This design comes from an exercise in tuning for small area on the open sky130 flow, not from production work.
At most, simulation tests tie the RTL to the original design; equivalence was not proved.
Only the layout flow was run in runs 4 and 5; the RTL was not checked for function there.
Power figures rest on the tool's default switching activity, not on a simulated workload.

## design/flow/flow/run.sh

```bash
#!/bin/bash
# Standard synthesis, then an area-oriented re-mapping of the combinational
# logic (registers are kept exactly as the standard synthesis made them), then
# the standard layout steps with smaller port buffers and a clock tree
# without dummy loads.
set -euo pipefail
R=orfs/results/$FLOW_PLATFORM/counter10000_TOP/base
export BUFFER_PORTS_ARGS="-buffer_cell sky130_fd_sc_hd__buf_1"
export CTS_ARGS="$(cat flow/cts_args.txt)"

bash standard.sh synth > std_synth.log 2>&1
cp $R/1_2_yosys.v synth_standard.v

LIB=$FLOW_HOME/platforms/$FLOW_PLATFORM/lib/sky130_fd_sc_hd__tt_025C_1v80.lib
REOPT_LIB=$LIB REOPT_IN=synth_standard.v REOPT_OUT=synth_area.v REOPT_SCRIPT=flow/area.abc \
  yosys -c flow/reopt.tcl > reopt.log 2>&1
cp synth_area.v $R/1_2_yosys.v

bash standard.sh finish > std_finish.log 2>&1
```

## design/flow/flow/area.abc

```
strash
&get -n
&deepsyn -T 60
&put
strash
dch -f
amap
mfs2
strash
dch -f
amap
```

## design/flow/flow/cts_args.txt

```
-sink_clustering_enable -repair_clock_nets -dont_use_dummy_load -buf_list sky130_fd_sc_hd__clkbuf_8 -sink_clustering_size 24 -sink_clustering_max_diameter 40
```

## design/flow/flow/reopt.tcl

```tcl
yosys -import
if {[info exists ::env(REOPT_LIB)]} {set lib $::env(REOPT_LIB)} else {set lib /OpenROAD-flow-scripts/flow/platforms/sky130hd/lib/sky130_fd_sc_hd__tt_025C_1v80.lib}
set in $::env(REOPT_IN)
set out $::env(REOPT_OUT)
set script $::env(REOPT_SCRIPT)
set dont_use {}
set fh [open $lib r]
while {[gets $fh line] >= 0} {
  if {[regexp {^\s*cell\s*\(\s*"?([A-Za-z0-9_]+)"?\s*\)} $line -> c]} {
    if {[regexp {lpflow|probe} $c]} { lappend dont_use -dont_use $c }
  }
}
close $fh
read_liberty -ignore_miss_func $lib
read_verilog $in
hierarchy -top $::env(FLOW_TOP)
# sequential cells and tie cells are kept as they are
foreach m [split [string trim [tee -q -s result.string select -list-mod *]] "\n"] {
  if {[regexp {^\\?sky130_fd_sc_hd__(df|edf|sdf|dl|conb)} $m]} {
    setattr -mod -set blackbox 1 $m
  }
}
tee -o $out.before stat -liberty $lib
flatten
opt_clean -purge
abc -liberty $lib {*}$dont_use -script $script
opt_clean -purge
hilomap -singleton -hicell sky130_fd_sc_hd__conb_1 HI -locell sky130_fd_sc_hd__conb_1 LO
splitnets
opt_clean -purge
tee -o $out.after stat -liberty $lib
write_verilog -noattr -nohex -nodec $out
design -reset
read_liberty -lib $lib
read_verilog $out
hierarchy -top $::env(FLOW_TOP)
tee -o $out.check check -assert -mapped
```

## design/flow/standard.sh

```bash
#!/bin/bash
# synth_recipe.tcl (not shown) runs the flow's synth.tcl, then flattens the netlist and writes it again
# the make line also repeats each setting of config.mk as NAME=value (left out here)
make -C /OpenROAD-flow-scripts/flow DESIGN_CONFIG=/design/flow/config.mk WORK_HOME=/design/flow/orfs CLKGATE_MAP_FILE= SYNTH_SCRIPT=/design/flow/synth_recipe.tcl "${@:-finish}"
```

## design/flow/config.mk

```make
export PLATFORM = sky130hd
export DESIGN_NAME = counter10000_TOP
export DESIGN_NICKNAME = counter10000_TOP
export VERILOG_FILES = /design/flow/design.v
export SDC_FILE = /design/flow/constraint.sdc
export NUM_CORES = 4
export LEC_CHECK = 0
export CAP_MARGIN = 20
export CORE_MARGIN = 2
export CORE_UTILIZATION = 70
export PLACE_DENSITY = 0.8
export SLEW_MARGIN = 20
```

## design/flow/constraint.sdc

```tcl
create_clock -name core_clock -period 120.0 [get_ports {clk}]
set_input_delay 24.0000 -clock core_clock [delete_from_list [all_inputs] [get_ports {clk}]]
set_output_delay 24.0000 -clock core_clock [all_outputs]
set_load 0.01 [all_outputs]
```

## design/flow/design.v

```verilog
`timescale 1ns / 1ps
module counter10000_TOP (
    input        rst,
    input        clk,
    input        btn_D,
    input        btn_R,
    input        btn_L,
    input        rx,
    output       tx,
    output [3:0] fnd_com,
    output [7:0] fnd_data
);
    reg [5:0] bs;
    reg       btick;
    wire      bterm = bs[0] & ~bs[2] & bs[3] & ~bs[4] & ~bs[5];
    always @(posedge clk, posedge rst) begin
        if (rst)
            bs <= 6'd23;
        else
            bs <= {bs[4:2], bs[1] | bterm, bs[0], bs[0] ^ bs[5]};
    end
    always @(posedge clk) btick <= bterm;
    reg [6:0] ds;
    reg       dtick;
    wire      dterm = ds[0] & ds[1] & ~ds[2] & ds[3] & ds[6];
    always @(posedge clk, posedge rst) begin
        if (rst)
            ds <= 7'd18;
        else
            ds <= {ds[5:2], ds[1] & ~dterm, ds[0], ds[0] ^ ds[6]};
    end
    always @(posedge clk) dtick <= dterm;
    wire dpost = ~ds[0] & ~ds[1] & ds[2] & ~ds[4] & ds[5];
    localparam [1:0] S_IDLE = 2'd0, S_START = 2'd1, S_DATA = 2'd2, S_STOP = 2'd3;
    reg [1:0] rx_state;
    reg       rx_done;
    reg [6:0] rx_cnt;        
    reg [7:0] rx_sh;
    always @(posedge clk, posedge rst) begin
        if (rst) begin
            rx_state <= S_IDLE;
        end else begin
            case (rx_state)
                S_IDLE:  if (!rx) rx_state <= S_START;
                S_START: if (btick && rx_cnt[2:0] == 3'd7) rx_state <= S_DATA;
                S_DATA:  if (btick && rx_cnt == 7'd127) rx_state <= S_STOP;
                S_STOP:  if (btick && rx_cnt[3:0] == 4'd15) rx_state <= S_IDLE;
            endcase
        end
    end
    always @(posedge clk)
        rx_done <= (rx_state == S_STOP) && btick && (rx_cnt[3:0] == 4'd15);
    always @(posedge clk) begin
        if (rx_state == S_IDLE)
            rx_cnt <= 7'd0;
        else if (btick)
            rx_cnt <= (rx_state == S_START && rx_cnt[2:0] == 3'd7) ? 7'd0 : rx_cnt + 7'd1;
        if (rx_state == S_DATA && btick && rx_cnt[3:0] == 4'd15)
            rx_sh <= {rx, rx_sh[7:1]};
    end
    wire [7:0] rxf_head, txf_head;
    wire       rxf_empty, rxf_full, txf_empty, txf_full;
    reg        tx_busy;
    fifo U_RXF (
        .clk(clk), .rst(rst),
        .push(rx_done), .pop(~txf_full), .wdata(rx_sh),
        .empty(rxf_empty), .full(rxf_full), .rdata(rxf_head)
    );
    fifo U_TXF (
        .clk(clk), .rst(rst),
        .push(~rxf_empty), .pop(~tx_busy), .wdata(rxf_head),
        .empty(txf_empty), .full(txf_full), .rdata(txf_head)
    );
    reg [1:0] tx_state;
    reg       tx_reg;
    reg [6:0] tx_cnt;
    reg [7:0] tx_buf;
    assign tx = tx_reg;
    always @(posedge clk, posedge rst) begin
        if (rst) begin
            tx_state <= S_IDLE;
            tx_reg   <= 1'b1;
        end else begin
            case (tx_state)
                S_IDLE: begin
                    tx_reg <= 1'b1;
                    if (!txf_empty) tx_state <= S_START;
                end
                S_START: begin
                    tx_reg <= 1'b0;
                    if (btick && tx_cnt[3:0] == 4'd15) tx_state <= S_DATA;
                end
                S_DATA: begin
                    tx_reg <= tx_buf[tx_cnt[6:4]];
                    if (btick && tx_cnt == 7'd127) tx_state <= S_STOP;
                end
                S_STOP: begin
                    tx_reg <= 1'b1;
                    if (btick && tx_cnt[3:0] == 4'd15) tx_state <= S_IDLE;
                end
            endcase
        end
    end
    always @(posedge clk) tx_busy <= (tx_state != S_IDLE);
    always @(posedge clk) begin
        if (tx_state == S_IDLE)
            tx_cnt <= 7'd0;
        else if (btick)
            tx_cnt <= (tx_state == S_START && tx_cnt[3:0] == 4'd15) ? 7'd0 : tx_cnt + 7'd1;
        if (tx_state == S_IDLE && !txf_empty)
            tx_buf <= txf_head;
    end
    reg cmd_run, cmd_clear, cmd_mode;
    always @(posedge clk) begin
        if (txf_empty) begin
            cmd_run   <= 1'b0;
            cmd_clear <= 1'b0;
            cmd_mode  <= 1'b0;
        end else begin
            if (txf_head == "r") cmd_run <= 1'b1;
            if (txf_head == "c") cmd_clear <= 1'b1;
            if (txf_head == "m") cmd_mode <= 1'b1;
        end
    end
    wire pR, pD, pL;
    btn_db DB_R (.clk(clk), .rst(rst), .en(dtick), .post(dpost), .i_btn(btn_R), .o_btn(pR));
    btn_db DB_D (.clk(clk), .rst(rst), .en(dtick), .post(dpost), .i_btn(btn_D), .o_btn(pD));
    btn_db DB_L (.clk(clk), .rst(rst), .en(dtick), .post(dpost), .i_btn(btn_L), .o_btn(pL));
    wire c_en  = pR | cmd_run;
    wire c_clr = pL | cmd_clear;
    wire c_md  = pD | cmd_mode;
    reg cu_cmd, run, mode, clear;
    always @(posedge clk, posedge rst) begin
        if (rst) begin
            cu_cmd <= 1'b0;
            run    <= 1'b0;
            mode   <= 1'b0;
            clear  <= 1'b0;
        end else if (cu_cmd) begin
            cu_cmd <= 1'b0;
            clear  <= 1'b0;
        end else begin
            cu_cmd <= c_en | c_clr | c_md;
            clear  <= c_clr;
            if (c_en) run  <= ~run;
            if (c_md) mode <= ~mode;
        end
    end
    reg [9:0] tcnt;
    reg       ctick;
    always @(posedge clk, posedge rst) begin
        if (rst) begin
            tcnt  <= 0;
            ctick <= 1'b0;
        end else if (clear) begin
            tcnt  <= 0;
            ctick <= 1'b0;
        end else if (run) begin
            ctick <= (tcnt == 10'd999);
            tcnt  <= (tcnt == 10'd999) ? 10'd0 : tcnt + 10'd1;
        end
    end
    wire [3:0] d0, d1, d2, d3;
    wire c0, c1, c2, c3;
    wire up = ~mode;
    bcd_digit D0 (.clk(clk), .rst(rst), .clr(clear), .t(ctick), .u(up), .q(d0), .term(c0));
    bcd_digit D1 (.clk(clk), .rst(rst), .clr(clear), .t(ctick & c0), .u(up), .q(d1), .term(c1));
    bcd_digit D2 (.clk(clk), .rst(rst), .clr(clear), .t(ctick & c0 & c1), .u(up), .q(d2), .term(c2));
    bcd_digit D3 (.clk(clk), .rst(rst), .clr(clear), .t(ctick & c0 & c1 & c2), .u(up), .q(d3), .term(c3));
    reg [1:0] sel;
    always @(posedge clk, posedge rst) begin
        if (rst) sel <= 2'd0;
        else if (dtick) sel <= sel + 2'd1;
    end
    assign fnd_com = ~(4'b0001 << sel);
    reg [3:0] dig;
    always @(*) begin
        case (sel)
            2'd0: dig = d0;
            2'd1: dig = d1;
            2'd2: dig = d2;
            default: dig = d3;
        endcase
    end
    wire A = dig[3], B = dig[2], C = dig[1], D = dig[0];
    wire sa = A | C | (B & D) | (~B & ~D);
    wire sb = ~B | (~C & ~D) | (C & D);
    wire sc = B | ~C | D;
    wire sd = A | (~B & ~D) | (~B & C) | (C & ~D) | (B & ~C & D);
    wire se = (~B & ~D) | (C & ~D);
    wire sf = A | (~C & ~D) | (B & ~C) | (B & ~D);
    wire sg = A | (~B & C) | (B & ~C) | (C & ~D);
    wire [6:0] seg = ~{sg, sf, se, sd, sc, sb, sa};
    assign fnd_data = {1'b1, seg};
endmodule
module btn_db (
    input  clk,
    input  rst,
    input  en,
    input  post,
    input  i_btn,
    output o_btn
);
    reg [2:0] st;
    always @(posedge clk, posedge rst) begin
        if (rst) st <= 3'd0;
        else if (en) st <= !i_btn ? 3'd0 : (st == 3'd6) ? 3'd6 : st + 3'd1;
    end
    assign o_btn = post & (st == 3'd5);
endmodule
module fifo (
    input            clk,
    input            rst,
    input            push,
    input            pop,
    input      [7:0] wdata,
    output           empty,
    output           full,
    output     [7:0] rdata
);
    reg [3:0] last;          
    reg [7:0] m0, m1, m2, m3, m4, m5, m6, m7;
    assign empty = last[3];
    assign full  = (last == 4'd7);
    wire do_push = push & ~full;
    wire do_pop  = pop & ~empty;
    reg [7:0] rd;
    always @(*) begin
        case (last[2:0])
            3'd0: rd = m0;
            3'd1: rd = m1;
            3'd2: rd = m2;
            3'd3: rd = m3;
            3'd4: rd = m4;
            3'd5: rd = m5;
            3'd6: rd = m6;
            default: rd = m7;
        endcase
    end
    assign rdata = rd;
    always @(posedge clk, posedge rst) begin
        if (rst)
            last <= 4'b1111;
        else if (do_push && !do_pop)
            last <= last + 4'd1;
        else if (do_pop && !do_push)
            last <= last - 4'd1;
    end
    always @(posedge clk) begin
        if (do_push) begin
            m0 <= wdata; m1 <= m0; m2 <= m1; m3 <= m2;
            m4 <= m3;    m5 <= m4; m6 <= m5; m7 <= m6;
        end
    end
endmodule
module bcd_digit (
    input            clk,
    input            rst,
    input            clr,
    input            t,
    input            u,
    output reg [3:0] q,
    output           term
);
    wire t1 = u ? (q[0] & ~q[3]) : (~q[0] & (q[1] | q[2] | q[3]));
    wire t2 = u ? (q[1] & q[0]) : (~q[1] & ~q[0] & (q[2] | q[3]));
    wire t3 = u ? (q[0] & (q[3] | (q[2] & q[1]))) : (~q[0] & ~q[1] & ~q[2]);
    assign term = u ? (q[3] & q[0]) : ~(q[3] | q[2] | q[1] | q[0]);
    always @(posedge clk, posedge rst) begin
        if (rst) q <= 4'd0;
        else q <= clr ? 4'd0 : q ^ ({t3, t2, t1, 1'b1} & {4{t}});
    end
endmodule
```

==> results.yml, run 1 <==
global_route:
  grt_overflow: 0
  grt_max_degree: 70
  grt_usage_pct: 23.82
  first_global_vias: 5456
  antenna_found_initial: 0
  grt_pass1_wl_um: 25700
cts:
  cts_tree: "yes"
  cts_hold_buf: 0
  clk_pin_slew_ns: 0.09
  clockBufferDepth: 3
  cts_resized: 0
  ctsHtreeMaxLevel: 1
  cts_made_buffers: 28
  clock_sinks: 233
  post_cts_buffers: 0
  cts_root_buf: "clkbuf_8"
  clock_latency_ns: 0.55
power_and_ir_drop:
  intPower_w: 0.0001051
  p_switching_w: 0.00002456
  switching_share_pct: 18.94
  total_power_w: 0.0001297
  combPwrFrac_pct: 0.5
  peakVddDrop_v: 0.00001095
  seqPwrFrac_pct: 65.1
  clock_power_share_pct: 34.4
  powerDensity_mw_per_mm2: 13.41
  leakagePower_nw: 3.356
placement:
  dp_hpwl_um: 10740
  port_buffers: 17
  place_congestion: 0.9404
  pre_cts_slack_ns: 93.93
setup_path:
  cp-end-kind: "primary output"
  worst_setup_path_start_kind: "flop"
  required_ns: 96.00
  worstRegToRegCells: 13
  cp_data_arrival_time_ns: 2.64
  critPathKind: "reg2out"
  cp_max_fo: 7
timing:
  max_freq_ghz: 0.03754
  layout_min_cycle_time_ns: 26.64
  tns_ns: 0
  rsz0062_at_grt: "no"
  hold_viol: 0
  skew_ns: 0.05097
  timing.final.crit_share_pct: 22.20
  relSlewSlack_pct: 31.17
  setup_violations: 0
  layout_setup_ws_ns: 93.36
  hold_ws_ns: 0.3806
  worst_slew_pin_slew_ns: 1.029
  slew_violations: 0
logic_synthesis:
  netlist_area_mm2: 0.008962
  synth_area_per_cell_um2: 12.48
  syn-num-nets: 724
  synth_cells: 718
  yosys_warnings: 4
floorplan:
  row_count: 41
  initial_core_util_pct: 71.31
  core_mm2: 0.01257
  pin_count: 19
  dieArea_mm2: 0.01372
  die_y_um: 117.2
  die_w_um: 117.2
drt:
  routed_wl_um: 16060
  first_pass_iters: 5
  via_per_inst: 6.162
  ant_nets: 0
  drt_iter0_drc: 600
  wire_per_inst_um: 17.11
  vias: 5786
  post-route-drc-count: 0
outcome:
  outcome: "no timing/DRC/antenna violations"
final_layout:
  utilization_pct: 76.95
  regMostFlops: "tcnt"
  nets: 775
  largest_register_ffs: 10
  antenna_cells: 0
  drive_gt1_share_pct: 6.519
  area_delta_synth_final_pct: 7.916
job:
  drv_cap: 0
min_path:
  hold_depth: 0
  hold_class: "reg2reg"
[cell type report]
type | instances | area, um^2
fillers | 768 | 2897
multi-input cells | 409 | 2227
flip-flops and latches | 233 | 6465
well taps | 172 | 215.2
repair buffers | 21 | 93.84
inverters | 76 | 285.3
clock buffers | 28 | 385.4
[placed cells by master (no fill, tap or decap), types with 2 or more instances in the layout]
cell type    n
a2111oi_0    2
o32ai_1      9
nand3_1     16
dfrtp_1     53
edfxtp_1   144
or2_0        4
and3_1      10
buf_4        4
o22ai_1     28
or3_1        3
nand4_1      3
nor3_1      26
a222oi_1    14
a32oi_1      7
clkinv_1    74
o221ai_1     5
buf_1       17
nor2_1     108
inv_2        2
a211oi_1     8
o31ai_1      3
a31oi_1     11
dfstp_2     15
clkbuf_8    28
nand2_1     45
o21ai_0     39
nor2b_1      4
a21oi_1     28
dfxtp_1     21
o21a_1       6
and2_0       5
a22oi_1     10
[layer usage]
metal | vias to the layer above | routed length [um] | track usage (%)
li1 | 2770 | - | -
met1 | 2801 | 7194 | 33.11
met2 | 183 | 7843 | 38.85
met3 | 32 | 760 | 4.428
met4 | 0 | 266 | 7.686
met5 | - | 0 | 0
[path summary, 6_finish.rpt]
| check | endpoint | startpoint | slack [ns] |
|---|---|---|---|
| min in group asynchronous | bs[3] | rst | 23.68 |
| worst min register to register | bs[1] | bs[0] | 0.38 |
| worst max-delay path | fnd_data[6] | sel[0] | 93.36 |
| worst min-delay path | bs[1] | bs[0] | 0.38 |
| worst max register to register | cmd_mode | U_TXF.last[0] | 116.75 |
| max in group asynchronous | DB_D.st[1] | rst | 95.72 |
[worst max-delay path, stage by stage, from the launching register on]
cell      delay (ns)
dfrtp_1         0.44
clkinv_1        0.16
nand2_1         0.16
o22ai_1         0.10
a31oi_1         0.13
o21ai_0         0.19
clkinv_1        0.12
nand2_1         0.07
nand2_1         0.09
o21ai_0         0.12
nor2_1          0.18
nand2_1         0.10
o31ai_1         0.10
buf_1           0.18
[power by group through the flow]
stage               Sequential [W]  Combinational, W   Clock, W
finish                   0.0000845       0.000000662  0.0000445
global route             0.0000844       0.000000786  0.0000487
CTS                      0.0000845       0.000000700  0.0000454
detailed placement       0.0000861       0.000000696          0
global placement         0.0000861       0.000000658          0
floorplan                0.0000861       0.000000436          0
[through the flow]
| step | instance area, um^2 | instances |
|---|---|---|
| 3_5_place_dp | 9286 | 911 |
| 5_1_grt | 9672 | 939 |
| 6_report | 9672 | 939 |
| 4_1_cts | 9672 | 939 |
| 3_3_place_gp | 9286 | 911 |
| 2_1_floorplan | 8962 | 718 |
==> run 2: changes to the inputs <==
==> design/flow/flow/cts_args.txt (replaced) <==
-sink_clustering_enable -repair_clock_nets -dont_use_dummy_load -buf_list sky130_fd_sc_hd__clkbuf_8 -sink_clustering_size 20 -sink_clustering_max_diameter 50
==> results.yml, run 2 <==
final_layout:
  area_delta_synth_final_pct: 6.534
  regMostFlops: "tcnt"
  seqCellArea_mm2: 0.006465
  fin_area_mm2: 0.009548
  fillCellCount: 782
  multi_input_area_mm2: 0.002227
  final_common_cell: "edfxtp_1"
  final_cell_mix: "edfxtp_1, nor2_1, clkinv_1, dfrtp_1, nand2_1"
  largest_register_ffs: 10
  nets: 766
  drive_gt1_share_pct: 5.409
  antenna_cells: 0
timing:
  rsz0062_at_grt: "no"
  hold_viol: 0
  layout_min_cycle_time_ns: 26.70
  max_freq_ghz: 0.03745
  tns_ns: 0
  relSlewSlack_pct: 32.02
  timing.final.crit_share_pct: 22.25
  setup_violations: 0
  slew_violations: 0
  worst_slew_pin_slew_ns: 1.016
  skew_ns: 0.04746
min_path:
  holdPathEnd: "bs[4]"
  hold_start: "bs[3]"
  hold_depth: 0
  hold_class: "reg2reg"
drt:
  wl_met3_um: 694
  ant_nets: 0
  first_pass_iters: 6
  routed_wl_um: 15820
  top_layer_used: "met4"
  drt_iter0_drc: 523
  wire_per_inst_um: 17.01
  post-route-drc-count: 0
  vias: 5731
  via_per_inst: 6.162
  wl_met2_um: 7781
  wl_met1_um: 7031
cts:
  cts_tree: "yes"
  cts_made_buffers: 19
  clockBufferDepth: 3
  clock_sinks: 233
  post_cts_buffers: 0
  clk_pin_slew_ns: 0.09
  ctsHtreeMaxLevel: 1
  cts_hold_buf: 0
  cts_resized: 0
  cts_root_buf: "clkbuf_8"
  clock_latency_ns: 0.51
global_route:
  antenna_found_initial: 0
  grt_max_degree: 70
  first_global_vias: 5352
  grt_overflow: 0
  grt_usage_pct: 23.28
  grt_pass1_wl_um: 25210
power_and_ir_drop:
  powerDensity_mw_per_mm2: 12.74
  peakVddDrop_v: 0.00001210
  leakagePower_nw: 3.291
floorplan:
  pin_count: 19
  row_count: 41
  dieArea_mm2: 0.01372
  initial_core_util_pct: 71.31
  die_w_um: 117.2
  die_y_um: 117.2
  core_mm2: 0.01257
setup_path:
  worst_setup_path_start_kind: "flop"
  cp_data_arrival_time_ns: 2.70
  r2r_end: "cmd_mode"
  cp_max_fo: 7
  critPathKind: "reg2out"
  worstRegToRegCells: 13
  r2r_start: "U_TXF.last[0]"
  cp-end-kind: "primary output"
  reg2reg_slack_ns: 116.72
  required_ns: 96.00
placement:
  port_buffers: 17
  dp_hpwl_um: 10740
  dpl_cell_area_mm2: 0.009286
  place_congestion: 0.9404
logic_synthesis:
  netlist_area_mm2: 0.008962
  yosys_warnings: 4
  synth_cells: 718
  syn-num-nets: 724
  synth_area_per_cell_um2: 12.48
outcome:
  outcome: "no timing/DRC/antenna violations"
job:
  drv_cap: 0
## run 2: changes by cell type in the layout (fill, tap and decap cells not counted), sizes merged
cell    previous run  this run
clkbuf            28        19
## run 2: report_power, final
| group | leakage (nW) | internal, W | switching [W] | total [W] |
|---|---|---|---|---|
| sequential | 2.32 | 0.0000843 | 0.0000000333 | 0.0000844 |
| clock | 0.137 | 0.0000143 | 0.0000224 | 0.0000366 |
| combinational | 0.833 | 0.0000000977 | 0.000000561 | 0.000000660 |
| total | 3.29 | 0.0000987 | 0.0000230 | 0.000122 |
## run 2: area by class of cell
class,instances,area share [%]
Sequential cell,233,67.71
Multi-Input combinational cell,409,23.33
Tap cell,172,2.254
Inverter,76,2.988
Timing Repair Buffer,21,0.9828
Clock buffer,19,2.739
## run 2: routing by layer
layer,track usage (%),vias up
met5,0,-
met4,6.588,0
met3,3.811,33
met2,38.74,179
met1,32.43,2772
li1,-,2747
## run 2: worst max path at each step
stage	startpoint	endpoint	slack [ns]
floorplan	sel[0]	fnd_data[3]	93.88
global placement	sel[0]	fnd_data[6]	94.12
detailed placement	sel[0]	fnd_data[6]	93.93
CTS	sel[0]	fnd_data[6]	93.39
global route	sel[0]	fnd_data[3]	93.08
finish	sel[0]	fnd_data[6]	93.30
## run 2: per-stage QoR
| stage | instances | util (%) | power, W | setup WS, ns | hold WS, ns |
|---|---|---|---|---|---|
| 2_1_floorplan | 718 | - | 0.00008654 | 93.88 | 0.3472 |
| 3_3_place_gp | 911 | 73.89 | 0.00008676 | 94.12 | 0.3565 |
| 3_5_place_dp | 911 | 73.89 | 0.00008680 | 93.93 | 0.3644 |
| 4_1_cts | 930 | 75.97 | 0.0001223 | 93.39 | 0.3814 |
| 5_1_grt | 930 | 75.97 | 0.0001253 | 93.08 | 0.3870 |
| 6_report | 930 | 75.97 | 0.0001217 | 93.30 | 0.3810 |
## run 2: critical path, cell delays in order (launching register included)
cell and delay [ns]:
dfrtp_1 0.46, clkinv_1 0.16, nand2_1 0.16, o22ai_1 0.10, a31oi_1 0.14, o21ai_0 0.19, clkinv_1 0.13, nand2_1 0.07
nand2_1 0.09, o21ai_0 0.12, nor2_1 0.19, nand2_1 0.11, o31ai_1 0.10, buf_1 0.18
==> run 3: changes to the inputs <==
==> design/flow/flow/cts_args.txt (replaced) <==
-sink_clustering_enable -repair_clock_nets -dont_use_dummy_load -buf_list sky130_fd_sc_hd__clkbuf_4 -sink_clustering_size 12 -sink_clustering_max_diameter 30
==> results.yml, run 3 <==
timing:
  relSlewSlack_pct: 29.15
  hold_viol: 0
  setup_violations: 0
  layout_min_cycle_time_ns: 26.74
  rsz0062_at_grt: "no"
  tns_ns: 0
  max_freq_ghz: 0.03739
  skew_ns: 0.05818
  worst_slew_pin_slew_ns: 1.059
  slew_violations: 0
  timing.final.crit_share_pct: 22.29
final_layout:
  seqCellArea_mm2: 0.006465
  final_cell_mix: "edfxtp_1, nor2_1, clkinv_1, dfrtp_1, nand2_1"
  fillCellCount: 787
  final_common_cell: "edfxtp_1"
  nets: 787
  antenna_cells: 0
  drive_gt1_share_pct: 7.959
  largest_register_ffs: 10
  regMostFlops: "tcnt"
  area_delta_synth_final_pct: 6.966
  multi_input_area_mm2: 0.002227
power_and_ir_drop:
  combPwrFrac_pct: 0.5
  switching_share_pct: 19.90
  p_switching_w: 0.00002479
  powerDensity_mw_per_mm2: 12.99
  leakagePower_nw: 3.339
  total_power_w: 0.0001246
  clock_power_share_pct: 31.7
  seqPwrFrac_pct: 67.8
  peakVddDrop_v: 0.00001176
  intPower_w: 0.00009977
drt:
  ant_nets: 0
  post-route-drc-count: 0
  wire_per_inst_um: 17.02
  first_pass_iters: 5
  vias: 5883
  via_per_inst: 6.186
  routed_wl_um: 16180
  drt_iter0_drc: 505
setup_path:
  r2r_end: "U_RXF.m4[7]"
  crit_slowest_cell: "dfrtp_1"
  worst_setup_path_start_kind: "flop"
  crit_top_cell: "nand2_1"
  cp_data_arrival_time_ns: 2.74
  reg2reg_slack_ns: 116.79
  crit_start: "sel[0]"
  critical-path-top-delay-family: "compound AO/OA/AOI/OAI gates"
  worstSetupEndpoint: "fnd_data[6]"
  critPathKind: "reg2out"
  worstRegToRegCells: 6
  cp-end-kind: "primary output"
  crit_buf_inv: 3
  r2r_start: "U_RXF.last[0]"
  worstSetupPathDepth: 13
  cp_cell_sequence: "clkinv_1 -> nand2_1 -> o22ai_1 -> a31oi_1 -> o21ai_0 -> clkinv_1 -> nand2_1 -> nand2_1 -> o21ai_0 -> nor2_1 -> nand2_1 -> o31ai_1 -> buf_1"
  required_ns: 96.00
  cp_slowest_stage_delay_ns: 0.45
  cp_max_fo: 7
global_route:
  grt_overflow: 0
  grt_max_degree: 70
  grt_usage_pct: 24.31
  antenna_found_initial: 0
  grt_pass1_wl_um: 25830
  first_global_vias: 5535
job:
  drv_cap: 0
cts:
  cts_made_buffers: 40
  post_cts_buffers: 0
  clock_latency_ns: 0.62
  cts_resized: 0
  clockBufferDepth: 3
  cts_hold_buf: 0
  ctsHtreeMaxLevel: 2
  clock_sinks: 233
  cts_tree: "yes"
  clk_pin_slew_ns: 0.08
  cts_root_buf: "clkbuf_4"
min_path:
  hold_class: "reg2reg"
  hold_start: "ds[5]"
  hold_depth: 0
floorplan:
  die_w_um: 117.2
  die_y_um: 117.2
  dieArea_mm2: 0.01372
  initial_core_util_pct: 71.31
  row_count: 41
  core_mm2: 0.01257
  pin_count: 19
placement:
  dp_hpwl_um: 10740
  place_congestion: 0.9404
  port_buffers: 17
logic_synthesis:
  synth_cells: 718
  yosys_warnings: 4
  synth_area_per_cell_um2: 12.48
  syn-num-nets: 724
  netlist_area_mm2: 0.008962
outcome:
  outcome: "no timing/DRC/antenna violations"
==> run 3: cell types whose count changed in the layout (fill, tap and decap cells not counted), sizes merged <==
cell,previous run,this run
clkbuf,19,40
==> run 3: how the worst min path moves through the flow <==
stage | endpoint | slack (ns)
after CTS | ds[6] | 0.35
after global routing | ds[6] | 0.37
after floorplan | bs[4] | 0.35
after global placement | bs[4] | 0.36
final | ds[6] | 0.35
after detailed placement | bs[4] | 0.36
==> run 3: power groups by stage <==
stage / logic [W] / registers [W] / clock network (W)
floorplan: 0.000000436 / 0.0000861 / 0
finish: 0.000000663 / 0.0000844 / 0.0000395
global route: 0.000000786 / 0.0000844 / 0.0000440
global placement: 0.000000658 / 0.0000861 / 0
CTS: 0.000000702 / 0.0000844 / 0.0000404
detailed placement: 0.000000696 / 0.0000861 / 0
==> run 3: metal layers <==
metal / vias to the layer above / wire, um / track usage [%]
met5: - / 0 / 0
met4: 0 / 337 / 8.078
met3: 46 / 942 / 6.643
met2: 211 / 7839 / 39.46
met1: 2818 / 7062 / 32.36
li1: 2808 / - / -
==> run 3: cell type report <==
cell class | count | area share, %
tap | 172 | 2.245
clock buffer | 40 | 3.132
timing repair buffer | 21 | 0.9789
multi-input combinational | 409 | 23.23
sequential | 233 | 67.44
inverter | 76 | 2.976
==> run 3: through the flow <==
stage | worst slack [ns] | utilization, % | instances | cell area, um^2 | hold WS [ns]
after floorplan | 93.88 | - | 718 | 8962 | 0.3472
after global placement | 94.12 | 73.89 | 911 | 9286 | 0.3565
after detailed placement | 93.93 | 73.89 | 911 | 9286 | 0.3644
after CTS | 93.30 | 76.28 | 951 | 9587 | 0.3488
after global routing | 92.98 | 76.28 | 951 | 9587 | 0.3719
final | 93.26 | 76.28 | 951 | 9587 | 0.3473
==> run 4: changes to the inputs <==
--- a/design/flow/design.v
+++ b/design/flow/design.v
@@ -33,27 +33,23 @@
     wire dpost = ~ds[0] & ~ds[1] & ds[2] & ~ds[4] & ds[5];
-    localparam [1:0] S_IDLE = 2'd0, S_START = 2'd1, S_DATA = 2'd2, S_STOP = 2'd3;
-    reg [1:0] rx_state;
+    reg       rx_act;
     reg       rx_done;
-    reg [6:0] rx_cnt;        
+    reg [7:0] rx_c;
     reg [7:0] rx_sh;
-    always @(posedge clk, posedge rst) begin
-        if (rst) begin
-            rx_state <= S_IDLE;
-        end else begin
-            case (rx_state)
-                S_IDLE:  if (!rx) rx_state <= S_START;
-                S_START: if (btick && rx_cnt[2:0] == 3'd7) rx_state <= S_DATA;
-                S_DATA:  if (btick && rx_cnt == 7'd127) rx_state <= S_STOP;
-                S_STOP:  if (btick && rx_cnt[3:0] == 4'd15) rx_state <= S_IDLE;
-            endcase
-        end
+    wire      rx_end = btick & rx_c[7] & rx_c[4] & (rx_c[2:0] == 3'd7);    
+    always @(posedge clk, posedge rst) begin
+        if (rst)
+            rx_act <= 1'b0;
+        else if (!rx_act)
+            rx_act <= ~rx;
+        else if (rx_end)
+            rx_act <= 1'b0;
     end
     always @(posedge clk)
-        rx_done <= (rx_state == S_STOP) && btick && (rx_cnt[3:0] == 4'd15);
-    always @(posedge clk) begin
-        if (rx_state == S_IDLE)
-            rx_cnt <= 7'd0;
+        rx_done <= rx_act & rx_end;
+    always @(posedge clk) begin
+        if (!rx_act)
+            rx_c <= 8'd0;
         else if (btick)
-            rx_cnt <= (rx_state == S_START && rx_cnt[2:0] == 3'd7) ? 7'd0 : rx_cnt + 7'd1;
-        if (rx_state == S_DATA && btick && rx_cnt[3:0] == 4'd15)
+            rx_c <= rx_c + 8'd1;
+        if (rx_act && btick && rx_c[3:0] == 4'd7 && rx_c[7:4] != 4'd0 && rx_c[7:4] != 4'd9)
             rx_sh <= {rx, rx_sh[7:1]};
@@ -73,6 +69,7 @@
     );
-    reg [1:0] tx_state;
+    reg       tx_act;
     reg       tx_reg;
-    reg [6:0] tx_cnt;
-    reg [7:0] tx_buf;
+    reg [7:0] tx_c;
+    reg [7:0] tx_buf;        
+    wire      tx_end = btick & tx_c[7] & tx_c[4] & (tx_c[3:0] == 4'd15);    
     assign tx = tx_reg;
@@ -80,33 +77,25 @@
         if (rst) begin
-            tx_state <= S_IDLE;
-            tx_reg   <= 1'b1;
+            tx_act <= 1'b0;
+            tx_reg <= 1'b1;
+        end else if (!tx_act) begin
+            tx_reg <= 1'b1;
+            tx_act <= ~txf_empty;
         end else begin
-            case (tx_state)
-                S_IDLE: begin
-                    tx_reg <= 1'b1;
-                    if (!txf_empty) tx_state <= S_START;
-                end
-                S_START: begin
-                    tx_reg <= 1'b0;
-                    if (btick && tx_cnt[3:0] == 4'd15) tx_state <= S_DATA;
-                end
-                S_DATA: begin
-                    tx_reg <= tx_buf[tx_cnt[6:4]];
-                    if (btick && tx_cnt == 7'd127) tx_state <= S_STOP;
-                end
-                S_STOP: begin
-                    tx_reg <= 1'b1;
-                    if (btick && tx_cnt[3:0] == 4'd15) tx_state <= S_IDLE;
-                end
-            endcase
-        end
-    end
-    always @(posedge clk) tx_busy <= (tx_state != S_IDLE);
-    always @(posedge clk) begin
-        if (tx_state == S_IDLE)
-            tx_cnt <= 7'd0;
+            if (tx_c[7:4] == 4'd0)
+                tx_reg <= 1'b0;
+            else if (tx_c[7] & tx_c[4])
+                tx_reg <= 1'b1;
+            else
+                tx_reg <= tx_buf[tx_c[6:4]];
+            if (tx_end) tx_act <= 1'b0;
+        end
+    end
+    always @(posedge clk) tx_busy <= tx_act;
+    always @(posedge clk) begin
+        if (!tx_act)
+            tx_c <= 8'd0;
         else if (btick)
-            tx_cnt <= (tx_state == S_START && tx_cnt[3:0] == 4'd15) ? 7'd0 : tx_cnt + 7'd1;
-        if (tx_state == S_IDLE && !txf_empty)
-            tx_buf <= txf_head;
+            tx_c <= tx_c + 8'd1;
+        if (!tx_act && !txf_empty)
+            tx_buf <= {txf_head[6:0], txf_head[7]};
     end
@@ -204,7 +193,8 @@
     reg [2:0] st;
+    wire [2:0] nx = {st[2] | (st[1] & st[0]), st[0] & (st[1] | ~st[2]), ~(st[1] & st[2])};
     always @(posedge clk, posedge rst) begin
         if (rst) st <= 3'd0;
-        else if (en) st <= !i_btn ? 3'd0 : (st == 3'd6) ? 3'd6 : st + 3'd1;
-    end
-    assign o_btn = post & (st == 3'd5);
+        else if (en) st <= i_btn ? nx : 3'd0;
+    end
+    assign o_btn = post & st[2] & ~st[1] & ~st[0];
 endmodule
==> design/flow/flow/cts_args.txt (replaced) <==
-sink_clustering_enable -repair_clock_nets -dont_use_dummy_load -buf_list sky130_fd_sc_hd__clkbuf_4 -sink_clustering_size 10 -sink_clustering_max_diameter 50
==> results.yml, run 4 <==
timing:
  skew_ns: 0.09271
  worst_slew_pin_slew_ns: 0.9972
  tns_ns: 0
  setup_violations: 0
  hold_viol: 0
  layout_setup_ws_ns: 93.17
  slew_violations: 0
  layout_min_cycle_time_ns: 26.83
  max_freq_ghz: 0.03726
  rsz0062_at_grt: "no"
  relSlewSlack_pct: 33.01
  timing.final.crit_share_pct: 22.36
drt:
  wire_per_inst_um: 17.59
  via_per_inst: 6.245
  ant_nets: 0
  post-route-drc-count: 0
  drt_iter0_drc: 419
  first_pass_iters: 5
  routed_wl_um: 16080
  vias: 5708
final_layout:
  largest_register_ffs: 10
  area_delta_synth_final_pct: 5.659
  drive_gt1_share_pct: 6.469
  final_common_cell: "edfxtp_1"
  regMostFlops: "tcnt"
  antenna_cells: 0
  final_cell_mix: "edfxtp_1, nor2_1, clkinv_1, dfrtp_1, nand2_1"
  fin_area_mm2: 0.009414
  fillCellCount: 847
  utilization_pct: 75.21
  nets: 750
floorplan:
  die_y_um: 116.8
  die_w_um: 116.8
  row_count: 41
  dieArea_mm2: 0.01365
  pin_count: 19
  core_mm2: 0.01252
  initial_core_util_pct: 71.18
power_and_ir_drop:
  peakVddDrop_v: 0.000009301
  total_power_w: 0.0001182
  powerDensity_mw_per_mm2: 12.56
  leakagePower_nw: 3.213
setup_path:
  worst_setup_path_start_kind: "flop"
  crit_buf_inv: 2
  cp_slowest_stage_delay_ns: 0.40
  crit_slowest_cell: "dfrtp_1"
  required_ns: 96.00
  cp-end-kind: "primary output"
  crit_top_cell: "nor2_1"
  critPathKind: "reg2out"
  cp_data_arrival_time_ns: 2.83
  cp_cell_sequence: "clkinv_1 -> nand2_1 -> nor2_1 -> a31oi_1 -> o221ai_1 -> nor2_1 -> a211oi_1 -> o21bai_1 -> nand2b_1 -> nor3_1 -> buf_1"
  critical-path-top-delay-family: "simple AND/OR/NAND/NOR gates"
  cp_max_fo: 5
global_route:
  first_global_vias: 5364
  grt_pass1_wl_um: 25980
  grt_max_degree: 67
  grt_overflow: 0
  antenna_found_initial: 0
  grt_usage_pct: 24.28
cts:
  ctsHtreeMaxLevel: 1
  post_cts_buffers: 0
  cts_root_buf: "clkbuf_4"
  cts_tree: "yes"
  clockBufferDepth: 3
  cts_hold_buf: 0
  cts_made_buffers: 27
  cts_resized: 0
  clock_sinks: 233
  clock_latency_ns: 0.66
  clk_pin_slew_ns: 0.11
placement:
  place_congestion: 0.8431
  dpl_cell_area_mm2: 0.009211
  port_buffers: 17
  dp_hpwl_um: 10910
  pre_cts_slack_ns: 93.92
logic_synthesis:
  syn-num-nets: 701
  synth_cells: 695
  netlist_area_mm2: 0.008910
  synth_area_per_cell_um2: 12.82
  yosys_warnings: 4
min_path:
  hold_class: "reg2reg"
outcome:
  outcome: "no timing/DRC/antenna violations"
job:
  drv_cap: 0
[run 4: where the power goes]
part,internal (W),switching [W],total [W]
Sequential,0.0000844,0.000000120,0.0000845
Combinational,0.000000171,0.000000603,0.000000775
Clock,0.0000103,0.0000226,0.0000329
Total,0.0000949,0.0000233,0.000118
[run 4: routing by layer]
metal  vias to the layer above  routed length (um)  GRT usage (%)
met2                       183                7685          38.50
li1                       2726                   -              -
met1                      2762                7152          35.16
met3                        37                 911          4.583
met4                         0                 330          7.373
met5                         -                   0              0
[run 4: layout make-up]
class / count / area [um^2] / share of cell area [%]
sequential: 233 / 6455 / 68.57
tap: 172 / 215.2 / 2.286
clock buffer: 27 / 202.7 / 2.153
inverter: 61 / 229.0 / 2.432
multi-input combinational: 401 / 2226 / 23.64
timing repair buffer: 20 / 86.33 / 0.9171
[run 4: worst paths after layout]
path	from	end	slack, ns	depth (start not counted)
min reg2reg	bs[0]	bs[1]	0.38	0
max in group asynchronous	rst	D0.q[2]	95.83	3
max	sel[0]	fnd_data[0]	93.17	11
min	bs[0]	bs[1]	0.38	0
max reg2reg	U_TXF.last[0]	U_TXF.last[1]	116.09	11
min in group asynchronous	rst	DB_D.st[0]	23.55	3
[run 4: worst reg2reg max path, cell delays in order, from the launching register on]
cell	delay, ns
dfstp_2	0.59
clkinv_1	0.26
nor2_1	0.46
clkinv_1	0.21
nor2_1	0.40
clkinv_1	0.30
o21ai_0	0.69
inv_2	0.07
buf_4	0.39
o22ai_1	0.31
nand2_1	0.07
o21ai_0	0.08
[run 4: metrics by stage]
stage | hold WS, ns | std cells
3_5_place_dp | 0.3629 | 887
4_1_cts | 0.3805 | 914
3_3_place_gp | 0.3545 | 887
6_report | 0.3797 | 914
5_1_grt | 0.3845 | 914
2_1_floorplan | 0.3472 | 695
==> run 5: changes to the inputs <==
==> design/flow/flow/cts_args.txt (replaced) <==
-sink_clustering_enable -repair_clock_nets -dont_use_dummy_load -buf_list sky130_fd_sc_hd__clkbuf_4 -sink_clustering_size 11 -sink_clustering_max_diameter 45
==> results.yml, run 5 <==
placement:
  dp_hpwl_um: 10910
  place_congestion: 0.8431
  port_buffers: 17
  pre_cts_slack_ns: 93.92
logic_synthesis:
  syn-num-nets: 701
  synth_cells: 695
  yosys_warnings: 4
  netlist_area_mm2: 0.008910
  synth_area_per_cell_um2: 12.82
power_and_ir_drop:
  switching_share_pct: 19.92
  seqPwrFrac_pct: 71.6
  peakVddDrop_v: 0.000009138
  leakagePower_nw: 3.209
  intPower_w: 0.00009457
  p_switching_w: 0.00002353
  clock_power_share_pct: 27.7
  combPwrFrac_pct: 0.7
  powerDensity_mw_per_mm2: 12.56
timing:
  max_freq_ghz: 0.03725
  hold_ws_ns: 0.3814
  tns_ns: 0
  rsz0062_at_grt: "no"
  layout_setup_ws_ns: 93.15
  hold_viol: 0
  skew_ns: 0.1007
  timing.final.crit_share_pct: 22.37
  setup_violations: 0
  relSlewSlack_pct: 30.40
  worst_slew_pin_slew_ns: 1.036
  slew_violations: 0
  layout_min_cycle_time_ns: 26.85
final_layout:
  area_delta_synth_final_pct: 5.575
  utilization_pct: 75.15
  antenna_cells: 0
  final_common_cell: "edfxtp_1"
  regMostFlops: "tcnt"
  final_cell_mix: "edfxtp_1, nor2_1, clkinv_1, dfrtp_1, nand2_1"
  largest_register_ffs: 10
  drive_gt1_share_pct: 6.343
  nets: 749
global_route:
  grt_pass1_wl_um: 26110
  grt_use_met1_pct: 35.38
  first_global_vias: 5391
  antenna_found_initial: 0
  grt_usage_pct: 24.39
  grt_overflow: 0
  met2_usage_pct: 38.65
  use_met3_pct: 4.737
  grt_max_degree: 67
  busiest_layer: "met2"
drt:
  routed_wl_um: 16070
  post-route-drc-count: 0
  vias: 5685
  ant_nets: 0
  drt_iter0_drc: 468
  via_per_inst: 6.227
  wire_per_inst_um: 17.60
  first_pass_iters: 5
cts:
  clockBufferDepth: 3
  clock_sinks: 233
  cts_tree: "yes"
  cts_root_buf: "clkbuf_4"
  cts_hold_buf: 0
  cts_resized: 0
  cts_made_buffers: 26
  post_cts_buffers: 0
  ctsHtreeMaxLevel: 1
  clk_pin_slew_ns: 0.12
  clock_latency_ns: 0.67
setup_path:
  crit_top_cell: "nor2_1"
  critPathKind: "reg2out"
  crit_slowest_cell: "dfrtp_1"
  required_ns: 96.00
  cp_max_fo: 5
  crit_buf_inv: 2
  cp_cell_sequence: "clkinv_1 -> nand2_1 -> nor2_1 -> a31oi_1 -> o221ai_1 -> nor2_1 -> a211oi_1 -> o21bai_1 -> nand2b_1 -> nor3_1 -> buf_1"
  cp_data_arrival_time_ns: 2.85
  cp-end-kind: "primary output"
  cp_slowest_stage_delay_ns: 0.41
  worst_setup_path_start_kind: "flop"
  critical-path-top-delay-family: "simple AND/OR/NAND/NOR gates"
floorplan:
  core_mm2: 0.01252
  dieArea_mm2: 0.01365
  die_y_um: 116.8
  die_w_um: 116.8
  initial_core_util_pct: 71.18
  pin_count: 19
  row_count: 41
outcome:
  outcome: "no timing/DRC/antenna violations"
job:
  drv_cap: 0
min_path:
  hold_class: "reg2reg"
run 5: worst reg2reg max path, delay by kind of cell, from the launching register on:
kind	cells	cell delay, ns
and+or+nand+nor	3	0.92
AOI/OAI and AO/OA	3	1.07
DFF	1	0.60
buffers and inverters	5	1.23
run 5: worst paths after layout:
kind	from	cells after the start	slack (ns)	endpoint
min reg2reg	bs[0]	0	0.38	bs[1]
min in group asynchronous	rst	3	23.53	DB_R.st[0]
min	bs[0]	0	0.38	bs[1]
max in group asynchronous	rst	3	95.82	D2.q[1]
max reg2reg	U_TXF.last[0]	11	116.13	U_TXF.last[1]
max	sel[0]	11	93.15	fnd_data[0]
run 5: through the flow:
stage	instance area [um^2]	total power [W]	cells
finish	9407	0.0001181	913
global route	9407	0.0001220	913
CTS	9407	0.0001188	913
detailed placement	9211	0.00008710	887
global placement	9211	0.00008704	887
floorplan	8910	0.00008680	695
run 5: cell type report:
class / count / area, um^2
fill: 845 / 3110
sequential: 233 / 6455
tap: 172 / 215.2
multi-input combinational: 401 / 2226
inverter: 61 / 229.0
clock buffer: 26 / 195.2
timing repair buffer: 20 / 86.33
run 5: metal layers:
layer / vias to the layer above / routed length, um
met5: - / 0
met4: 0 / 353
met3: 40 / 750
met2: 144 / 7721
met1: 2777 / 7242
li1: 2724 / -
run 5: power by group through the flow:
stage	sequential (W)	clock (W)	combinational, W
2_1_floorplan	0.0000863	0	0.000000536
3_3_place_gp	0.0000863	0	0.000000765
3_5_place_dp	0.0000863	0	0.000000808
4_1_cts	0.0000846	0.0000334	0.000000807
5_1_grt	0.0000846	0.0000365	0.000000919
6_report	0.0000846	0.0000328	0.000000776
==> run 6: changes to the inputs <==
--- a/design/flow/design.v
+++ b/design/flow/design.v
@@ -56,14 +56,10 @@
     end
-    wire [7:0] rxf_head, txf_head;
+    wire [7:0] txf_head;
     wire       rxf_empty, rxf_full, txf_empty, txf_full;
     reg        tx_busy;
-    fifo U_RXF (
+    fifo_pair U_FIFOS (
         .clk(clk), .rst(rst),
-        .push(rx_done), .pop(~txf_full), .wdata(rx_sh),
-        .empty(rxf_empty), .full(rxf_full), .rdata(rxf_head)
-    );
-    fifo U_TXF (
-        .clk(clk), .rst(rst),
-        .push(~rxf_empty), .pop(~tx_busy), .wdata(rxf_head),
-        .empty(txf_empty), .full(txf_full), .rdata(txf_head)
+        .push(rx_done), .wdata(rx_sh), .pop(~tx_busy),
+        .rx_empty(rxf_empty), .rx_full(rxf_full),
+        .tx_empty(txf_empty), .tx_full(txf_full), .tx_head(txf_head)
     );
@@ -200,46 +196,43 @@
 endmodule
-module fifo (
-    input            clk,
-    input            rst,
-    input            push,
-    input            pop,
-    input      [7:0] wdata,
-    output           empty,
-    output           full,
-    output     [7:0] rdata
-);
-    reg [3:0] last;          
-    reg [7:0] m0, m1, m2, m3, m4, m5, m6, m7;
-    assign empty = last[3];
-    assign full  = (last == 4'd7);
-    wire do_push = push & ~full;
-    wire do_pop  = pop & ~empty;
-    reg [7:0] rd;
-    always @(*) begin
-        case (last[2:0])
-            3'd0: rd = m0;
-            3'd1: rd = m1;
-            3'd2: rd = m2;
-            3'd3: rd = m3;
-            3'd4: rd = m4;
-            3'd5: rd = m5;
-            3'd6: rd = m6;
-            default: rd = m7;
-        endcase
-    end
-    assign rdata = rd;
-    always @(posedge clk, posedge rst) begin
-        if (rst)
-            last <= 4'b1111;
-        else if (do_push && !do_pop)
-            last <= last + 4'd1;
-        else if (do_pop && !do_push)
-            last <= last - 4'd1;
-    end
-    always @(posedge clk) begin
-        if (do_push) begin
-            m0 <= wdata; m1 <= m0; m2 <= m1; m3 <= m2;
-            m4 <= m3;    m5 <= m4; m6 <= m5; m7 <= m6;
-        end
-    end
+module fifo_pair (
+    input        clk,
+    input        rst,
+    input        push,
+    input  [7:0] wdata,
+    input        pop,
+    output       rx_empty,
+    output       rx_full,
+    output       tx_empty,
+    output       tx_full,
+    output [7:0] tx_head
+);
+    reg [3:0] n_rx, n_tx, rp, wp;
+    reg       pend;
+    reg [127:0] r;       
+    assign rx_empty = (n_rx == 4'd0);
+    assign rx_full  = n_rx[3];
+    assign tx_empty = (n_tx == 4'd0);
+    assign tx_full  = n_tx[3];
+    wire do_push = push & ~rx_full;
+    wire do_pop  = pop & ~tx_empty;
+    wire move    = ~rx_empty & ~tx_full;
+    wire we = (do_push & (wp == 4'd15)) | (pend & (wp == 4'd0));
+    always @(posedge clk)
+        r <= {r[119:0], we ? wdata : r[127:120]};
+    always @(posedge clk, posedge rst) begin
+        if (rst) begin
+            n_rx <= 4'd0;
+            n_tx <= 4'd0;
+            rp   <= 4'd0;
+            wp   <= 4'd0;
+            pend <= 1'b0;
+        end else begin
+            n_rx <= n_rx + {3'b000, do_push} - {3'b000, move};
+            n_tx <= n_tx + {3'b000, move} - {3'b000, do_pop};
+            rp   <= rp + {2'b00, do_pop, ~do_pop};
+            wp   <= wp + {2'b00, do_push, ~do_push};
+            pend <= (do_push & (wp != 4'd15)) | (pend & (wp != 4'd0));
+        end
+    end
+    assign tx_head = (pend && rp == wp - 4'd1) ? wdata : r[{rp, 3'b000} +: 8];
 endmodule
==> design/flow/flow/cts_args.txt (replaced) <==
-sink_clustering_enable -repair_clock_nets -dont_use_dummy_load -buf_list sky130_fd_sc_hd__clkbuf_8 -sink_clustering_size 20 -sink_clustering_max_diameter 50
==> results.yml, run 6 <==
cts:
  cts_hold_buf: 0
  cts_root_buf: "clkbuf_8"
  cts_tree: "yes"
  post_cts_buffers: 0
  clock_latency_ns: 0.49
  cts_made_buffers: 17
  clockBufferDepth: 3
  ctsHtreeMaxLevel: 1
  cts_resized: 0
  clk_pin_slew_ns: 0.10
  clock_sinks: 242
power_and_ir_drop:
  leakagePower_nw: 3.478
  powerDensity_mw_per_mm2: 13.47
  peakVddDrop_v: 0.00001128
drt:
  wire_per_inst_um: 16.42
  vias: 5961
  post-route-drc-count: 0
  ant_nets: 0
  drt_iter0_drc: 482
  first_pass_iters: 5
  routed_wl_um: 16250
  via_per_inst: 6.021
timing:
  relSlewSlack_pct: 38.02
  rsz0062_at_grt: "no"
  setup_violations: 0
  max_freq_ghz: 0.03749
  timing.final.crit_share_pct: 22.23
  slew_violations: 0
  worst_slew_pin_slew_ns: 0.9298
  tns_ns: 0
  hold_viol: 0
  skew_ns: 0.02542
  layout_min_cycle_time_ns: 26.68
logic_synthesis:
  yosys_warnings: 4
  synth_area_per_cell_um2: 10.21
  netlist_area_mm2: 0.008253
  synth_cells: 808
  syn-num-nets: 814
floorplan:
  die_y_um: 112.6
  pin_count: 19
  dieArea_mm2: 0.01267
  row_count: 39
  die_w_um: 112.6
  initial_core_util_pct: 71.97
  core_mm2: 0.01147
global_route:
  grt_pass1_wl_um: 27220
  first_global_vias: 5787
  grt_usage_pct: 26.20
  antenna_found_initial: 0
  grt_max_degree: 76
  grt_overflow: 0
placement:
  dp_hpwl_um: 11420
  port_buffers: 17
  dp_cells: 973
  place_congestion: 0.9263
final_layout:
  utilization_pct: 76.43
  largest_register_ffs: 128
  multi_input_area_mm2: 0.002594
  instances_no_fill: 990
  final_cell_mix: "nor2_1, dfxtp_1, clkinv_1, dfrtp_1, nor3_1"
  drive_gt1_share_pct: 3.542
  largest_registers: "U_FIFOS.r: 128 flops, tcnt: 10 flops"
  regMostFlops: "U_FIFOS.r"
  nets: 855
  final_common_cell: "nor2_1"
  fillCellCount: 801
  area_delta_synth_final_pct: 6.201
  seqCellArea_mm2: 0.005389
  antenna_cells: 0
setup_path:
  required_ns: 96.00
  cp_data_arrival_time_ns: 2.68
  cp-end-kind: "primary output"
  critPathKind: "reg2out"
  cp_max_fo: 6
  worst_setup_path_start_kind: "flop"
job:
  drv_cap: 0
outcome:
  outcome: "no timing/DRC/antenna violations"
min_path:
  hold_class: "reg2reg"
run 6: per-stage QoR:
step / setup WS [ns] / area (um^2) / total power (W) / hold WS (ns)
after floorplan: 94.15 / 8253 / 0.00008401 / 0.3241
after global placement: 94.05 / 8526 / 0.00008426 / 0.3273
after detailed placement: 93.90 / 8531 / 0.00008431 / 0.3300
after CTS: 93.35 / 8765 / 0.0001186 / 0.3402
after global routing: 93.06 / 8765 / 0.0001213 / 0.3372
final: 93.32 / 8765 / 0.0001180 / 0.3392
run 6: critical path, stage by stage, from the launching register on:
cell      delay [ns]
dfrtp_1         0.38
clkinv_1        0.10
nand2_1         0.19
o22ai_1         0.12
nor2_1          0.21
clkinv_1        0.17
nor2_1          0.22
nor2_1          0.09
a211oi_1        0.27
o21ai_0         0.18
nor2_1          0.11
buf_1           0.15
run 6: worst paths after layout:
kind	endpoint	depth (start not counted)	start	slack, ns
max	fnd_data[0]	11	sel[1]	93.32
min	U_FIFOS.r[107]	0	U_FIFOS.r[99]	0.34
max reg2reg	cmd_run	13	U_FIFOS.rp[0]	115.61
min reg2reg	U_FIFOS.r[107]	0	U_FIFOS.r[99]	0.34
max in group asynchronous	ds[3]	3	rst	95.62
min in group asynchronous	U_FIFOS.pend	3	rst	23.76
run 6: cell type report:
cell class / count / area share, %
clock buffer: 17 / 2.670
inverter: 72 / 3.084
multi-input combinational: 494 / 29.59
sequential: 242 / 61.48
tap: 143 / 2.041
timing repair buffer: 22 / 1.128
run 6: per-layer routing:
metal | track usage, % | vias up | routed length [um]
met2 | 43.51 | 155 | 7716
met1 | 36.87 | 2841 | 7493
met5 | 0 | - | 0
met4 | 7.724 | 0 | 397
li1 | - | 2932 | -
met3 | 3.024 | 33 | 645
run 6: power by group:
part / internal, W / switching, W / total [W] / leakage [nW]
logic: 0.000000169 / 0.000000652 / 0.000000822 / 0.992
clock network: 0.0000129 / 0.0000227 / 0.0000355 / 0.122
registers: 0.0000815 / 0.000000135 / 0.0000817 / 2.36
total: 0.0000946 / 0.0000235 / 0.000118 / 3.48
==> run 7: changes to the inputs <==
--- a/design/flow/config.mk
+++ b/design/flow/config.mk
@@ -9,4 +9,4 @@
 export CORE_MARGIN = 2
-export CORE_UTILIZATION = 70
-export PLACE_DENSITY = 0.8
+export CORE_UTILIZATION = 80
+export PLACE_DENSITY = 0.9
 export SLEW_MARGIN = 20
==> results.yml, run 7 <==
outcome:
  outcome: "no timing/DRC/antenna violations"
setup_path:
  cp_cell_sequence: "clkinv_1 -> nand2_1 -> o22ai_1 -> nor2_1 -> clkinv_1 -> nor2_1 -> nor2_1 -> a211oi_1 -> o21ai_0 -> nor2_1 -> buf_1"
  r2r_start: "U_FIFOS.rp[0]"
  crit_slowest_cell: "a211oi_1"
  r2r_end: "cmd_run"
  worstSetupEndpoint: "fnd_data[0]"
  cp-end-kind: "primary output"
  reg2reg_slack_ns: 115.51
  required_ns: 96.00
  crit_top_cell: "nor2_1"
  cp_slowest_stage_delay_ns: 0.38
  critPathKind: "reg2out"
  worst_setup_path_start_kind: "flop"
  cp_data_arrival_time_ns: 3.00
  cp_max_fo: 6
  crit_start: "sel[1]"
  worstRegToRegCells: 13
placement:
  place_congestion: 0.8641
  port_buffers: 17
  dp_hpwl_um: 12230
timing:
  worst_slew_pin_slew_ns: 0.9215
  setup_violations: 0
  hold_viol: 0
  tns_ns: 0
  layout_min_cycle_time_ns: 27.00
  max_freq_ghz: 0.03704
  timing.final.crit_share_pct: 22.50
  skew_ns: 0.06008
  relSlewSlack_pct: 38.56
  rsz0062_at_grt: "no"
  slew_violations: 0
floorplan:
  die_w_um: 105.6
  die_y_um: 105.6
  core_mm2: 0.01018
  row_count: 37
  dieArea_mm2: 0.01115
  initial_core_util_pct: 81.03
  pin_count: 19
final_layout:
  final_common_cell: "nor2_1"
  final_cell_mix: "nor2_1, dfxtp_1, clkinv_1, dfrtp_1, nor3_1"
  utilization_pct: 86.00
  regMostFlops: "U_FIFOS.r"
  largest_registers: "U_FIFOS.r: 128 flops, tcnt: 10 flops"
  antenna_cells: 0
  area_delta_synth_final_pct: 6.125
  nets: 855
  largest_register_ffs: 128
  drive_gt1_share_pct: 3.542
cts:
  cts_root_buf: "clkbuf_8"
  clock_sinks: 242
  cts_hold_buf: 0
  ctsHtreeMaxLevel: 1
  clockBufferDepth: 3
  post_cts_buffers: 0
  cts_resized: 0
  clock_latency_ns: 0.51
  cts_made_buffers: 17
  cts_tree: "yes"
  clk_pin_slew_ns: 0.11
drt:
  routed_wl_um: 18220
  post-route-drc-count: 0
  first_pass_iters: 6
  wl_met1_um: 7569
  wl_met3_um: 1285
  ant_nets: 0
  wl_met2_um: 8947
  via_per_inst: 6.424
  wire_per_inst_um: 18.53
  top_layer_used: "met4"
  drt_iter0_drc: 682
  vias: 6315
global_route:
  antenna_found_initial: 0
  grt_pass1_wl_um: 29880
  grt_overflow: 0
  grt_usage_pct: 33.03
  grt_max_degree: 76
  first_global_vias: 6177
logic_synthesis:
  synth_cells: 808
  synth_area_per_cell_um2: 10.21
  syn-num-nets: 814
  netlist_area_mm2: 0.008253
  yosys_warnings: 4
min_path:
  hold_class: "reg2reg"
job:
  drv_cap: 0
power_and_ir_drop:
  leakagePower_nw: 3.478
  powerDensity_mw_per_mm2: 13.57
  peakVddDrop_v: 0.00001444
## run 7: changes by cell type in the layout (fill, tap and decap cells not counted)
cell / delta
buf_4: +1
buf_2: -1
## run 7: metal layers
| layer | up-vias | GRT usage (%) |
|---|---|---|
| met5 | - | 0 |
| met4 | 0 | 8.929 |
| met3 | 43 | 5.009 |
| met1 | 3055 | 45.34 |
| met2 | 299 | 55.76 |
| li1 | 2918 | - |
## run 7: cell type report
class / instances / area (um^2)
Multi-Input combinational cell: 494 / 2594
Clock buffer: 17 / 234.0
Sequential cell: 242 / 5389
Fill cell: 530 / 1426
Tap cell: 136 / 170.2
Inverter: 72 / 270.3
Timing Repair Buffer: 22 / 101.3
## run 7: critical path: cells and delay by family, from the launching register on
kind / cells / cell delay, ns
flops: 1 / 0.37
buf+inv: 3 / 0.50
compound gates: 3 / 0.72
simple gates: 5 / 0.94
## run 7: per-stage QoR
stage	total power, W	cell area (um^2)	cells	hold slack [ns]	worst slack [ns]
3_5_place_dp	0.00008433	8524	966	0.3312	93.66
3_3_place_gp	0.00008425	8524	966	0.3290	94.06
2_1_floorplan	0.00008401	8253	808	0.3241	94.15
5_1_grt	0.0001219	8758	983	0.3440	92.89
4_1_cts	0.0001187	8758	983	0.3390	93.14
6_report	0.0001188	8758	983	0.3364	93.00
## run 7: how the worst min path moves through the flow
stage,startpoint,endpoint,slack [ns],cells past startpoint
2_1_floorplan,U_FIFOS.r[101],U_FIFOS.r[109],0.32,0
4_1_cts,U_FIFOS.r[31],U_FIFOS.r[39],0.34,0
6_report,U_FIFOS.r[87],U_FIFOS.r[95],0.34,0
3_5_place_dp,U_FIFOS.r[101],U_FIFOS.r[109],0.33,0
5_1_grt,U_FIFOS.r[102],U_FIFOS.r[110],0.34,0
3_3_place_gp,U_FIFOS.r[18],U_FIFOS.r[26],0.33,0
## run 7: report_power, final
| part | leakage [nW] | switching [W] | internal, W |
|---|---|---|---|
| Sequential | 2.36 | 0.000000143 | 0.0000816 |
| Combinational | 0.992 | 0.000000688 | 0.000000169 |
| Clock | 0.122 | 0.0000234 | 0.0000129 |
==> run 8: changes to the inputs <==
==> design/flow/flow/cts_args.txt (replaced) <==
-sink_clustering_enable -repair_clock_nets -dont_use_dummy_load -buf_list sky130_fd_sc_hd__clkbuf_4 -sink_clustering_size 10 -sink_clustering_max_diameter 50
==> results.yml, run 8 <==
timing:
  layout_min_cycle_time_ns: 27.16
  skew_ns: 0.06643
  hold_viol: 0
  rsz0062_at_grt: "no"
  timing.final.crit_share_pct: 22.64
  slew_violations: 0
  max_freq_ghz: 0.03681
  tns_ns: 0
  setup_violations: 0
  relSlewSlack_pct: 38.46
  worst_slew_pin_slew_ns: 0.9230
logic_synthesis:
  synth_area_per_cell_um2: 10.21
  netlist_area_mm2: 0.008253
  syn-num-nets: 814
  yosys_warnings: 4
  synth_cells: 808
drt:
  wire_per_inst_um: 17.88
  vias: 6313
  ant_nets: 0
  first_pass_iters: 5
  drt_iter0_drc: 644
  via_per_inst: 6.351
  routed_wl_um: 17770
  post-route-drc-count: 0
placement:
  place_congestion: 0.8641
  dpl_cell_area_mm2: 0.008524
  port_buffers: 17
  dp_hpwl_um: 12230
setup_path:
  cp-end-kind: "primary output"
  cp_max_fo: 6
  crit_buf_inv: 3
  required_ns: 96.00
  cp_slowest_stage_delay_ns: 0.40
  critical-path-top-delay-family: "simple AND/OR/NAND/NOR gates"
  critPathKind: "reg2out"
  crit_slowest_cell: "dfrtp_1"
  cp_cell_sequence: "clkinv_1 -> nand2_1 -> o22ai_1 -> nor2_1 -> clkinv_1 -> nor2_1 -> nor2_1 -> a211oi_1 -> o21ai_0 -> nor2_1 -> buf_1"
  crit_top_cell: "nor2_1"
  cp_data_arrival_time_ns: 3.16
  worst_setup_path_start_kind: "flop"
cts:
  cts_root_buf: "clkbuf_4"
  cts_hold_buf: 0
  clock_sinks: 242
  clock_latency_ns: 0.63
  cts_resized: 0
  post_cts_buffers: 0
  cts_made_buffers: 28
  ctsHtreeMaxLevel: 1
  cts_tree: "yes"
  clockBufferDepth: 3
  clk_pin_slew_ns: 0.11
final_layout:
  multi_input_area_mm2: 0.002594
  regMostFlops: "U_FIFOS.r"
  seqCellArea_mm2: 0.005389
  drive_gt1_share_pct: 4.779
  fillCellCount: 562
  fin_area_mm2: 0.008735
  largest_register_ffs: 128
  antenna_cells: 0
  final_common_cell: "nor2_1"
  nets: 866
  area_delta_synth_final_pct: 5.837
  final_cell_mix: "nor2_1, dfxtp_1, clkinv_1, dfrtp_1, nor3_1"
  largest_registers: "U_FIFOS.r: 128 flops, tcnt: 10 flops"
  utilization_pct: 85.76
global_route:
  grt_overflow: 0
  grt_usage_pct: 32.51
  grt_max_degree: 76
  first_global_vias: 6224
  grt_pass1_wl_um: 29460
  antenna_found_initial: 0
min_path:
  hold_class: "reg2reg"
floorplan:
  dieArea_mm2: 0.01115
  row_count: 37
  core_mm2: 0.01018
  initial_core_util_pct: 81.03
  die_y_um: 105.6
  die_w_um: 105.6
  pin_count: 19
power_and_ir_drop:
  powerDensity_mw_per_mm2: 13.39
  peakVddDrop_v: 0.00001224
  leakagePower_nw: 3.485
  total_power_w: 0.0001170
job:
  drv_cap: 0
outcome:
  outcome: "no timing/DRC/antenna violations"
[run 8: cell types whose count changed in the layout (fill, tap and decap cells not counted)]
cell and change:
clkbuf_4 +28, clkbuf_8 -17
[run 8: layout make-up]
cell class	count	area share (%)
clock buffers	28	2.407
inverters	72	3.094
multi-input cells	494	29.69
flip-flops and latches	242	61.70
well taps	136	1.948
repair buffers	22	1.160
[run 8: metrics by stage]
| stage | worst slack [ns] | hold WS (ns) | cells |
|---|---|---|---|
| after floorplan | 94.15 | 0.3241 | 808 |
| after global placement | 94.06 | 0.3290 | 966 |
| after detailed placement | 93.66 | 0.3312 | 966 |
| after CTS | 92.98 | 0.2902 | 994 |
| after global routing | 92.68 | 0.2884 | 994 |
| final | 92.84 | 0.2849 | 994 |
[run 8: path summary, 6_finish.rpt]
path	startpoint	end	slack [ns]	cells past startpoint
worst max register to register	U_FIFOS.rp[0]	cmd_run	115.52	13
worst min-delay path	U_FIFOS.r[94]	U_FIFOS.r[102]	0.28	0
min in group asynchronous	rst	DB_L.st[0]	23.61	3
max in group asynchronous	rst	bs[3]	95.77	3
worst min register to register	U_FIFOS.r[94]	U_FIFOS.r[102]	0.28	0
worst max-delay path	sel[1]	fnd_data[0]	92.84	11
[run 8: report_power, final]
| group | internal [W] | switching, W |
|---|---|---|
| registers | 0.0000816 | 0.000000135 |
| clock network | 0.0000107 | 0.0000237 |
| logic | 0.000000169 | 0.000000677 |
| total | 0.0000924 | 0.0000245 |
[run 8: routing by layer]
metal  track usage [%]  vias up  part of all wire (%)
li1                  -     2948                     -
met1             44.43     3049                    42
met2             54.42      265                    48
met3             5.133       51                   7.1
met4             9.868        0                   2.8
met5                 0        -                     0

re-timing with driven ports:
In the flow no input, the clock included, has a driving cell. The finished layouts below were timed again as built, in two steps.
Step 1: set_driving_cell puts a clkbuf_16 on clk and a buf_2 on each other input, an assumption about the parent block.
Step 2 times the ports against the registers' clock, not the clock port: input delays grow and output delays shrink by t, the midpoint of the rising clock arrivals with the driver on.
a / b / c = ideal ports / drivers / drivers and shift; a / b = the first two.
| run | t, ns | setup WS [ns] | hold WS [ns] | slew at the worst register clock pin (ns) |
|---|---|---|---|---|
| run 1 | 0.558 | 93.365 / 93.327 / 93.885 | 0.381 / 0.381 / 0.381 | 0.09 / 0.09 |
| run 2 | 0.525 | 93.299 / 93.261 / 93.786 | 0.381 / 0.381 / 0.381 | 0.11 / 0.11 |
| run 3 | 0.639 | 93.258 / 93.223 / 93.862 | 0.347 / 0.347 / 0.347 | 0.12 / 0.12 |
| run 4 | 0.653 | 93.165 / 93.128 / 93.781 | 0.380 / 0.380 / 0.380 | 0.12 / 0.12 |
| run 5 | 0.659 | 93.151 / 93.113 / 93.773 | 0.381 / 0.381 / 0.381 | 0.12 / 0.12 |
| run 6 | 0.513 | 93.323 / 93.290 / 93.803 | 0.339 / 0.339 / 0.339 | 0.11 / 0.11 |
| run 7 | 0.520 | 93.002 / 92.966 / 93.485 | 0.336 / 0.336 / 0.336 | 0.12 / 0.12 |
| run 8 | 0.631 | 92.837 / 92.804 / 93.435 | 0.285 / 0.285 / 0.285 | 0.12 / 0.12 |
After both steps every run listed still meets setup and hold.
